What follows belongs to an exercise in optimizing a design on an open flow for small area and a short achievable clock period; a production flow would make more cautious choices.
Where RTL was checked, it was by simulation tests only, not by an equivalence proof against the original.
Power is estimated from default activity; no workload was simulated.

== the baseline ==
## MY_CPU
module MY_CPU (clk, nRESET, instr, pc, cc, dbg_addr, dbg_data);
Size: ~57 I/O pins.
==> flow/config.mk <==
export PLATFORM = sky130hd
export DESIGN_NAME = MY_CPU
export DESIGN_NICKNAME = MY_CPU
export VERILOG_FILES = /design/flow/design.v
export SDC_FILE = /design/flow/constraint.sdc
export NUM_CORES = 4
export LEC_CHECK = 0
export CAP_MARGIN = 10
export CORE_MARGIN = 2
export CORE_UTILIZATION = 40
export SETUP_SLACK_MARGIN = 2.5
export SLEW_MARGIN = 10
==> flow/constraint.sdc <==
create_clock -name core_clock -period 7.0 [get_ports {clk}]
set_input_delay 1.4000 -clock core_clock [delete_from_list [all_inputs] [get_ports {clk}]]
set_output_delay 1.4000 -clock core_clock [all_outputs]
set_load 0.01 [all_outputs]
standard.sh (not shown) runs the stock make flow with config.mk's settings and CLKGATE_MAP_FILE= SYNTH_SCRIPT=/design/flow/synth_recipe.tcl, a recipe that flattens the netlist after the stock synthesis.
==> flow/flow/run.sh <==
#!/bin/bash
# Layout flow: the standard ORFS flow with these changes:
#  - synthesis maps with flow/abc.script (flow/my_synth.tcl swaps it into ORFS's
#    synthesis; everything else there is the standard synthesis);
#  - no full/half adder extraction in synthesis (ADDER_MAP_FILE empty);
#  - port buffers are sky130_fd_sc_hd__buf_1 instead of the resizer's default pick;
#  - clock tree from clkbuf_4/clkbuf_8 without dummy loads.
# The make output is kept in flow_make.log; ORFS's own logs stay under orfs/logs.
set -euo pipefail
here=$(pwd)
export MY_ABC_SCRIPT=$here/flow/abc.script
bash standard.sh ADDER_MAP_FILE= \
  SYNTH_SCRIPT=$here/flow/my_synth.tcl \
  "BUFFER_PORTS_ARGS=-buffer_cell sky130_fd_sc_hd__buf_1" \
  "CTS_ARGS=-sink_clustering_enable -repair_clock_nets -dont_use_dummy_load -buf_list {sky130_fd_sc_hd__clkbuf_4 sky130_fd_sc_hd__clkbuf_8}" \
  finish > flow_make.log 2>&1
==> flow/flow/abc.script <==
strash
dch
map -D 2500
topo
buffer -c
upsize -c
dnsize -c
==> flow/flow/my_synth.tcl <==
proc synth {args} { yosys synth -nofsm -noshare {*}$args }
# Replace the ABC script ORFS picks with MY_ABC_SCRIPT, keeping its other arguments.
proc abc {args} {
  set i [lsearch -exact $args -script]
  if { $i >= 0 && [info exists ::env(MY_ABC_SCRIPT)] } {
    set args [lreplace $args [expr {$i + 1}] [expr {$i + 1}] $::env(MY_ABC_SCRIPT)]
  }
  puts "my abc: $args"
  yosys abc {*}$args
}
source $::env(SCRIPTS_DIR)/synth.tcl
# left out here: clear keep_hierarchy, flatten, clean up, hide names made inside functions, write 1_2_yosys.v
--- input diff the baseline..the candidate ---
# the baseline
export LEC_CHECK = 0
export CAP_MARGIN = 10
export CORE_MARGIN = 2
export CORE_UTILIZATION = 40
export SETUP_SLACK_MARGIN = 2.5
export SLEW_MARGIN = 10
create_clock -name core_clock -period 7.0 [get_ports {clk}]
# the candidate
export LEC_CHECK = 0
export CAP_MARGIN = 20
export CORE_MARGIN = 2
export CORE_UTILIZATION = 40
export CTS_BUF_LIST = sky130_fd_sc_hd__clkbuf_4 sky130_fd_sc_hd__clkbuf_8
export SETUP_SLACK_MARGIN = 2.5
export SLEW_MARGIN = 20
create_clock -name core_clock -period 7.0 [get_ports {clk}]
==> flow/flow/run.sh <==
#!/bin/bash
# Layout flow: the standard ORFS flow with these changes:
#  - synthesis maps with flow/abc.script (flow/my_synth.tcl swaps it into ORFS's
#    synthesis; everything else there is the standard synthesis);
#  - no full/half adder extraction in synthesis (ADDER_MAP_FILE empty);
#  - port buffers are sky130_fd_sc_hd__buf_2 instead of the resizer's default pick.
# The make output is kept in flow_make.log; ORFS's own logs stay under orfs/logs.
set -euo pipefail
here=$(pwd)
export MY_ABC_SCRIPT=$here/flow/abc.script
bash standard.sh ADDER_MAP_FILE= \
  SYNTH_SCRIPT=$here/flow/my_synth.tcl \
  "BUFFER_PORTS_ARGS=-buffer_cell sky130_fd_sc_hd__buf_2" \
  finish > flow_make.log 2>&1
- Library cell contributing the largest single delay on the critical path = sky130_fd_sc_hd__o31a_1: the baseline; library cell contributing the largest single delay on the critical path = sky130_fd_sc_hd__nor4_2: the candidate
- The candidate vs. the baseline: total power after layout up about 4.7%; net count reported at finish has decreased.
- The candidate gives less detailed-route vias per instance than the baseline did.
- Average wire per standard cell essentially unchanged between the candidate and the baseline.
- The candidate vs. the baseline: fraction of final layout cells with drive strength greater than 1 shows an increase of 4.2 points; final-layout fill cell count climbed 24; non-clock buffer share of cell area went down.
- Compare the candidate and the baseline | global-route usage higher: the baseline
- In the candidate the worst path setup slack after routing turned out 89 ps higher than in the baseline.
No functional check of the RTL was part of any run of this note.

---

run 1:
Another version of the RTL of MY_CPU (not shown whole).
For scale: roughly 1200 cells after synthesis, about 57 I/O pins, about 11000 µm² of cells after synthesis.
Settings: LEC_CHECK=0, CAP_MARGIN=10, CORE_MARGIN=2, CORE_UTILIZATION=40, GPL_TIMING_DRIVEN=0, SETUP_SLACK_MARGIN=2.5, SLEW_MARGIN=10; clock period 7.0 ns.
==> flow/flow/run.sh <==
#!/bin/bash
# Layout flow: the standard ORFS flow with these changes:
#  - synthesis maps with flow/abc.script, the pc incrementer with flow/abc_area.script
#    (flow/my_synth.tcl swaps them into ORFS's
#    synthesis; everything else there is the standard synthesis);
#  - no full/half adder extraction in synthesis (ADDER_MAP_FILE empty);
#  - port buffers are sky130_fd_sc_hd__buf_1 instead of the resizer's default pick;
#  - clock tree from clkbuf_4/clkbuf_8 without dummy loads.
# The make output is kept in flow_make.log; ORFS's own logs stay under orfs/logs.
set -euo pipefail
here=$(pwd)
export MY_ABC_SCRIPT=$here/flow/abc.script
export MY_ABC_AREA_SCRIPT=$here/flow/abc_area.script
bash standard.sh ADDER_MAP_FILE= \
  SYNTH_SCRIPT=$here/flow/my_synth.tcl \
  "BUFFER_PORTS_ARGS=-buffer_cell sky130_fd_sc_hd__buf_1" \
  "CTS_ARGS=-sink_clustering_enable -repair_clock_nets -dont_use_dummy_load -buf_list {sky130_fd_sc_hd__clkbuf_4 sky130_fd_sc_hd__clkbuf_8}" \
  finish > flow_make.log 2>&1
==> flow/flow/abc.script <==
strash
dch
map -D 2000
topo
buffer -c
upsize -c
dnsize -c
==> flow/flow/abc_area.script <==
strash
&get -n
&st
&dch
&nf -p -R 0
&put
topo
==> flow/flow/my_synth.tcl <==
# The standard flow's synth_recipe.tcl (standard ORFS synthesis, no fsm/share, flattened, renamed)
# with one change: ABC maps with flow/abc.script, and the pc incrementer (the logic
# cone of the pc_q flip-flops, which has the whole cycle) is first mapped on its own
# with flow/abc_area.script for area.
proc synth {args} { yosys synth -nofsm -noshare {*}$args }
proc abc {args} {
  set i [lsearch -exact $args -script]
  if { $i >= 0 } {
    set a [lreplace $args [expr {$i + 1}] [expr {$i + 1}] $::env(MY_ABC_AREA_SCRIPT)]
    yosys select -set pcl c:pc_q* %ci1:+\[D\] %ci* t:sky130_fd_sc_hd__* %d
    yosys abc {*}$a @pcl
    set args [lreplace $args [expr {$i + 1}] [expr {$i + 1}] $::env(MY_ABC_SCRIPT)]
  }
  puts "my abc: $args"
  yosys abc {*}$args
}
source $::env(SCRIPTS_DIR)/synth.tcl
# left out here: clear keep_hierarchy, flatten, clean up, hide names made inside functions, write 1_2_yosys.v
Edits applied to the flow inputs when going from run 1 to run 2:
# run 1
export LEC_CHECK = 0
export CAP_MARGIN = 10
export CORE_MARGIN = 2
export CORE_UTILIZATION = 40
export GPL_TIMING_DRIVEN = 0
export SETUP_SLACK_MARGIN = 2.5
export SLEW_MARGIN = 10
create_clock -name core_clock -period 7.0 [get_ports {clk}]
# run 2
export LEC_CHECK = 0
export CAP_MARGIN = 10
export CORE_MARGIN = 2
export CORE_UTILIZATION = 40
export SETUP_SLACK_MARGIN = 2.5
export SLEW_MARGIN = 10
create_clock -name core_clock -period 7.0 [get_ports {clk}]
==> flow/flow/abc.script <==
strash
dch -f
map -D 2000
topo
buffer -c
upsize -c
dnsize -c
==> notes.md <==
[run 2 vs run 1] relative area change from synthesis to final layout: higher in run 2. [run 2] simple-gate area share of the yosys netlist fell 1.8 points relative to run 1. Looking at inserted tap cell count, run 2 sits 6 higher than run 1 does. Max final critical path time including I/O delays and setup across run 1 and run 2: run 1. Core utilization delta for run 2 relative to run 1: 0.49 points higher. Looking at post-synthesis instance area across run 1 and run 2, the one that comes out lower is run 1. Compared run 2 vs run 1, and register-to-register slack is down in run 2. Comparing run 1 and run 2, the lower hold slack was measured on run 2.
### run 2 -> run 3
==> flow/flow/abc.script <==
strash
&get -n
&st
&dch
&nf -p -D 2000
&put
topo
upsize -c
dnsize -c
==> notes.md <==
Delta (run 3 minus run 2): power consumption now larger; met2 track demand over resource has decreased; met3 track demand over resource picked up an extra 1.3 points; least setup slack across all paths after layout fell by 0.13 ns.
Run 2 → run 3: final critical-path share of the clock period now sits higher; average via count per standard cell saw an increase; multi-input gate area in the final layout decreased about 4%; worst-case hold slack increased by 0.0098 ns relative to the old numbers.
On starting utilization of the core area, run 3 and run 2 are neck and neck.
[inputs] run 4 vs run 3
==> flow/flow/abc.script <==
strash
dch
map -D 2000
topo
buffer -c
upsize -c
dnsize -c
==> comparison <==
Re worst setup slack before clock tree synthesis: run 4 and run 3 aren't equal, and the lower value belongs to run 3.
Start-to-end type of the worst setup path = in2out: run 4; start-to-end type of the worst setup path = in2reg: run 3
Comparing run 3 with run 4, the power dissipated in sequential cells came out essentially unchanged.
| source-to-sink clock delay at the later pin of the worst-skew pair | run 3 vs run 4 | ≈ equal |
Where die outline area is concerned, run 3 is better than run 4.
Share of layout cells above drive strength 1 is higher on run 3
In run 4 the number of buffer and inverter stages on the critical path turned out 2 higher than in run 3.
From run 3 to run 4 the numbers moved as follows: global routing usage summed across all routing layers saw a decrease; final area shows an increase of 0.94%; post-CTS setup repair buffer count now sits lower.
From run 3 to run 4 the numbers moved as follows: cell area after technology mapping grew by about 10%, arithmetic-cell share of the synthesized area counting full adders, half adders and majority gates stayed essentially flat.

---

v32:
Another version of the RTL of MY_CPU (not shown whole).
For scale: ~1300 cells after synthesis, roughly 160 flip-flops, ~0.011 mm2 of cells after synthesis.
Settings: LEC_CHECK=0, CAP_MARGIN=10, CORE_MARGIN=2, CORE_UTILIZATION=40, SETUP_SLACK_MARGIN=2.5, SLEW_MARGIN=10; clock period 7.0 ns.
==> flow/flow/run.sh <==
#!/bin/bash
# Layout flow: the standard ORFS flow with these changes:
#  - synthesis maps with flow/abc.script (flow/my_synth.tcl swaps it into ORFS's
#    synthesis; everything else there is the standard synthesis);
#  - no full/half adder extraction in synthesis (ADDER_MAP_FILE empty);
#  - port buffers are sky130_fd_sc_hd__buf_1 instead of the resizer's default pick;
#  - clock tree from clkbuf_4/clkbuf_8 without dummy loads.
# The make output is kept in flow_make.log; ORFS's own logs stay under orfs/logs.
set -euo pipefail
here=$(pwd)
export MY_ABC_SCRIPT=$here/flow/abc.script
bash standard.sh ADDER_MAP_FILE= \
  SYNTH_SCRIPT=$here/flow/my_synth.tcl \
  "BUFFER_PORTS_ARGS=-buffer_cell sky130_fd_sc_hd__buf_1" \
  "CTS_ARGS=-sink_clustering_enable -repair_clock_nets -dont_use_dummy_load -buf_list {sky130_fd_sc_hd__clkbuf_4 sky130_fd_sc_hd__clkbuf_8}" \
  finish > flow_make.log 2>&1
==> flow/flow/abc.script <==
strash
dch
map -D 2000
topo
buffer -c
upsize -c
dnsize -c
==> flow/flow/my_synth.tcl <==
proc synth {args} { yosys synth -nofsm -noshare {*}$args }
# Replace the ABC script ORFS picks with MY_ABC_SCRIPT, keeping its other arguments.
proc abc {args} {
  set i [lsearch -exact $args -script]
  if { $i >= 0 && [info exists ::env(MY_ABC_SCRIPT)] } {
    set args [lreplace $args [expr {$i + 1}] [expr {$i + 1}] $::env(MY_ABC_SCRIPT)]
  }
  puts "my abc: $args"
  yosys abc {*}$args
}
source $::env(SCRIPTS_DIR)/synth.tcl
# left out here: clear keep_hierarchy, flatten, clean up, hide names made inside functions, write 1_2_yosys.v
v32 completed every stage of the flow, and the final layout passed the timing, design-rule and antenna checks.
diff inputs: v32 => v26
Settings: SETUP_SLACK_MARGIN changed from 2.5 to 2.0.
Findings:
Final net count: v26 lower than v32
Length in cells of the worst reg-to-reg path came out lower on v26 than on v32.
Count of buffers not belonging to the clock network in the layout for v26: about 30% down relative to v32
v26 vs v32, launch point of the worst path: dbg_addr[1] vs instr[6]
Compared with v32, in v26 horizontal die dimension essentially unchanged; clock tree buffer count of the final layout did not really move; headroom to the max-slew limit +6.2 points; peak supply drop has decreased.
v32 has higher worst setup slack than v26.
When the final numbers for v26 and v32 were put side by side, the global-route track usage on met2 turned out to be greater in v32.
When the final numbers for v26 and v32 were put side by side, the fraction of layout instances using a drive strength above 1 turned out to be smaller in v26.
Inputs modified between v26 and v48:
Settings: a change of SETUP_SLACK_MARGIN from 2.0 to 3.0.
==> comparison <==
Compared with v26, v48 is hungrier on power. Compared with v26, in v48 relative max-transition margin grew by 0.33 points, clock skew shrank by 11 ps, switching share of power grew by 1.7 points, synthesis-to-layout area growth grew by 34 points.
Function was not checked in any run of this note: the RTL went through the layout flow alone.

---

harbor:
Another version of the RTL of MY_CPU (not shown whole).
Size: about 1300 cells after synthesis, roughly 57 I/O pins, roughly 0.011 mm^2 of cells after synthesis.
export LEC_CHECK = 0
export CAP_MARGIN = 10
export CORE_MARGIN = 2
export CORE_UTILIZATION = 60
export PLACE_DENSITY = 0.75
export SETUP_SLACK_MARGIN = 2.5
export SLEW_MARGIN = 10
create_clock -name core_clock -period 7.0 [get_ports {clk}]
==> flow/flow/run.sh <==
#!/bin/bash
# Layout flow: the standard ORFS flow with these changes:
#  - synthesis maps with flow/abc.script, the pc incrementer with flow/abc_area.script
#    (flow/my_synth.tcl swaps them into ORFS's
#    synthesis; everything else there is the standard synthesis);
#  - no full/half adder extraction in synthesis (ADDER_MAP_FILE empty);
#  - port buffers are sky130_fd_sc_hd__buf_1 instead of the resizer's default pick;
#  - clock tree from clkbuf_4/clkbuf_8 without dummy loads.
# The make output is kept in flow_make.log; ORFS's own logs stay under orfs/logs.
set -euo pipefail
here=$(pwd)
export MY_ABC_SCRIPT=$here/flow/abc.script
export MY_ABC_AREA_SCRIPT=$here/flow/abc_area.script
bash standard.sh ADDER_MAP_FILE= \
  SYNTH_SCRIPT=$here/flow/my_synth.tcl \
  "BUFFER_PORTS_ARGS=-buffer_cell sky130_fd_sc_hd__buf_1" \
  "CTS_ARGS=-sink_clustering_enable -repair_clock_nets -dont_use_dummy_load -buf_list {sky130_fd_sc_hd__clkbuf_4 sky130_fd_sc_hd__clkbuf_8}" \
  finish > flow_make.log 2>&1
==> flow/flow/my_synth.tcl <==
# The standard flow's synth_recipe.tcl (standard ORFS synthesis, no fsm/share, flattened, renamed)
# with one change: ABC maps with flow/abc.script, and the pc incrementer (the logic
# cone of the pc_q flip-flops, which has the whole cycle) is first mapped on its own
# with flow/abc_area.script for area.
proc synth {args} { yosys synth -nofsm -noshare {*}$args }
proc abc {args} {
  set i [lsearch -exact $args -script]
  if { $i >= 0 } {
    set a [lreplace $args [expr {$i + 1}] [expr {$i + 1}] $::env(MY_ABC_AREA_SCRIPT)]
    yosys select -set pcl c:pc_q* %ci1:+\[D\] %ci* t:sky130_fd_sc_hd__* %d
    yosys abc {*}$a @pcl
    set args [lreplace $args [expr {$i + 1}] [expr {$i + 1}] $::env(MY_ABC_SCRIPT)]
  }
  puts "my abc: $args"
  yosys abc {*}$args
}
source $::env(SCRIPTS_DIR)/synth.tcl
# left out here: clear keep_hierarchy, flatten, clean up, hide names made inside functions, write 1_2_yosys.v
Scripts as last shown in full above: flow/flow/abc.script, flow/flow/abc_area.script
Looking at the reports, harbor completed the entire flow and the layout it produced met the timing, design-rule and antenna checks.
Setup changes, harbor to willow
- CORE_UTILIZATION now 40, was 60
- SLEW_MARGIN now 5, was 10
- PLACE_DENSITY no longer set, was 0.75
- CAP_MARGIN now 5, was 10
--- a/flow/flow/run.sh
+++ b/flow/flow/run.sh
@@ -6,5 +6,5 @@
 #  - no full/half adder extraction in synthesis (ADDER_MAP_FILE empty);
 #  - port buffers are sky130_fd_sc_hd__buf_1 instead of the resizer's default pick;
-#  - clock tree from clkbuf_4/clkbuf_8 without dummy loads.
+#  - clock tree from clkbuf_4/clkbuf_8 in clusters of up to 30 sinks, without dummy loads.
 # The make output is kept in flow_make.log; ORFS's own logs stay under orfs/logs.
 set -euo pipefail
@@ -15,4 +15,4 @@
   SYNTH_SCRIPT=$here/flow/my_synth.tcl \
   "BUFFER_PORTS_ARGS=-buffer_cell sky130_fd_sc_hd__buf_1" \
-  "CTS_ARGS=-sink_clustering_enable -repair_clock_nets -dont_use_dummy_load -buf_list {sky130_fd_sc_hd__clkbuf_4 sky130_fd_sc_hd__clkbuf_8}" \
+  "CTS_ARGS=-sink_clustering_enable -repair_clock_nets -dont_use_dummy_load -sink_clustering_size 30 -sink_clustering_max_diameter 100 -buf_list {sky130_fd_sc_hd__clkbuf_4 sky130_fd_sc_hd__clkbuf_8}" \
   finish > flow_make.log 2>&1
[summary]
Of willow and harbor, willow shows the lower number of antenna violations at the first check in global routing, with harbor above it.
Re total power of the final layout: willow is 0.022 mW down on harbor.
Re fraction of the mapped netlist area in simple logic gates: no difference whatsoever between harbor and willow.
Edits applied to the flow inputs when going from willow to indigo:
- SLEW_MARGIN: 5 -> 10
- CAP_MARGIN: 5 -> 10
--- a/flow/flow/run.sh
+++ b/flow/flow/run.sh
@@ -6,5 +6,5 @@
 #  - no full/half adder extraction in synthesis (ADDER_MAP_FILE empty);
 #  - port buffers are sky130_fd_sc_hd__buf_1 instead of the resizer's default pick;
-#  - clock tree from clkbuf_4/clkbuf_8 in clusters of up to 30 sinks, without dummy loads.
+#  - clock tree from clkbuf_4/clkbuf_8 without dummy loads.
 # The make output is kept in flow_make.log; ORFS's own logs stay under orfs/logs.
 set -euo pipefail
@@ -15,4 +15,4 @@
   SYNTH_SCRIPT=$here/flow/my_synth.tcl \
   "BUFFER_PORTS_ARGS=-buffer_cell sky130_fd_sc_hd__buf_1" \
-  "CTS_ARGS=-sink_clustering_enable -repair_clock_nets -dont_use_dummy_load -sink_clustering_size 30 -sink_clustering_max_diameter 100 -buf_list {sky130_fd_sc_hd__clkbuf_4 sky130_fd_sc_hd__clkbuf_8}" \
+  "CTS_ARGS=-sink_clustering_enable -repair_clock_nets -dont_use_dummy_load -buf_list {sky130_fd_sc_hd__clkbuf_4 sky130_fd_sc_hd__clkbuf_8}" \
   finish > flow_make.log 2>&1
==> flow/flow/abc.script <==
strash
&get -n
&st
&dch
&nf -p -D 2000
&put
topo
buffer -c
upsize -c
dnsize -c
[summary]
- Every run (willow and indigo) finished clean.
- Delta (indigo minus willow): setup slack went down, cell count moved down.
- Routed metal-1 wirelength (indigo / willow): 0.841
- Taking willow as 1.0, indigo lands at 1.16 on post-synthesis average cell area.

## what the ideal ports hide
The flow's constraints put no driver on any port. The routed layouts listed below were extracted and timed again, unchanged, in two steps.
Step 1 sets driving cells, clkbuf_16 on the clock port and buf_2 on the other inputs (assumed; they add their load-dependent delay and slew).
Step 2 moves the port delays by t, midway between the first and last clock arrival at a register: inputs arrive t later, outputs are due t later. That takes back most of the time a late clock gives input paths.
Slacks: ideal / step 1 / step 2; pairs: ideal / step 1.
run	shift t [ns]	slack for setup (ns)	worst setup path after step 2	clock arrival spread, ns	pins driven straight from the clock port
the baseline	0.498	2.327 / 2.339 / 1.841	input to register	0.034 / 0.034	1
the candidate	0.511	2.416 / 2.420 / 1.909	input to register	0.016 / 0.016	1
run 1	0.489	2.490 / 2.461 / 2.073	input to register	0.040 / 0.041	1
run 2	0.504	2.509 / 2.532 / 2.027	input to register	0.041 / 0.041	1
run 3	0.503	2.381 / 2.407 / 1.904	input to register	0.028 / 0.028	1
run 4	0.506	2.555 / 2.525 / 2.081	input to register	0.040 / 0.041	1
v32	0.500	2.491 / 2.510 / 2.010	input to register	0.045 / 0.045	1
v26	0.500	2.035 / 1.994 / 1.635	input to register	0.048 / 0.047	1
v48	0.498	2.764 / 2.717 / 2.287	input to register	0.036 / 0.037	1
harbor	0.493	2.446 / 2.423 / 2.026	input to register	0.049 / 0.049	1
willow	0.499	2.524 / 2.519 / 2.045	input to register	0.036 / 0.037	1
indigo	0.487	2.426 / 2.410 / 1.924	input to register	0.038 / 0.037	1
After both steps setup and hold are still met in every run listed. The setup slack of the candidate, which loses most, moves by +0.004 ns with the drivers and by -0.507 ns with both steps.
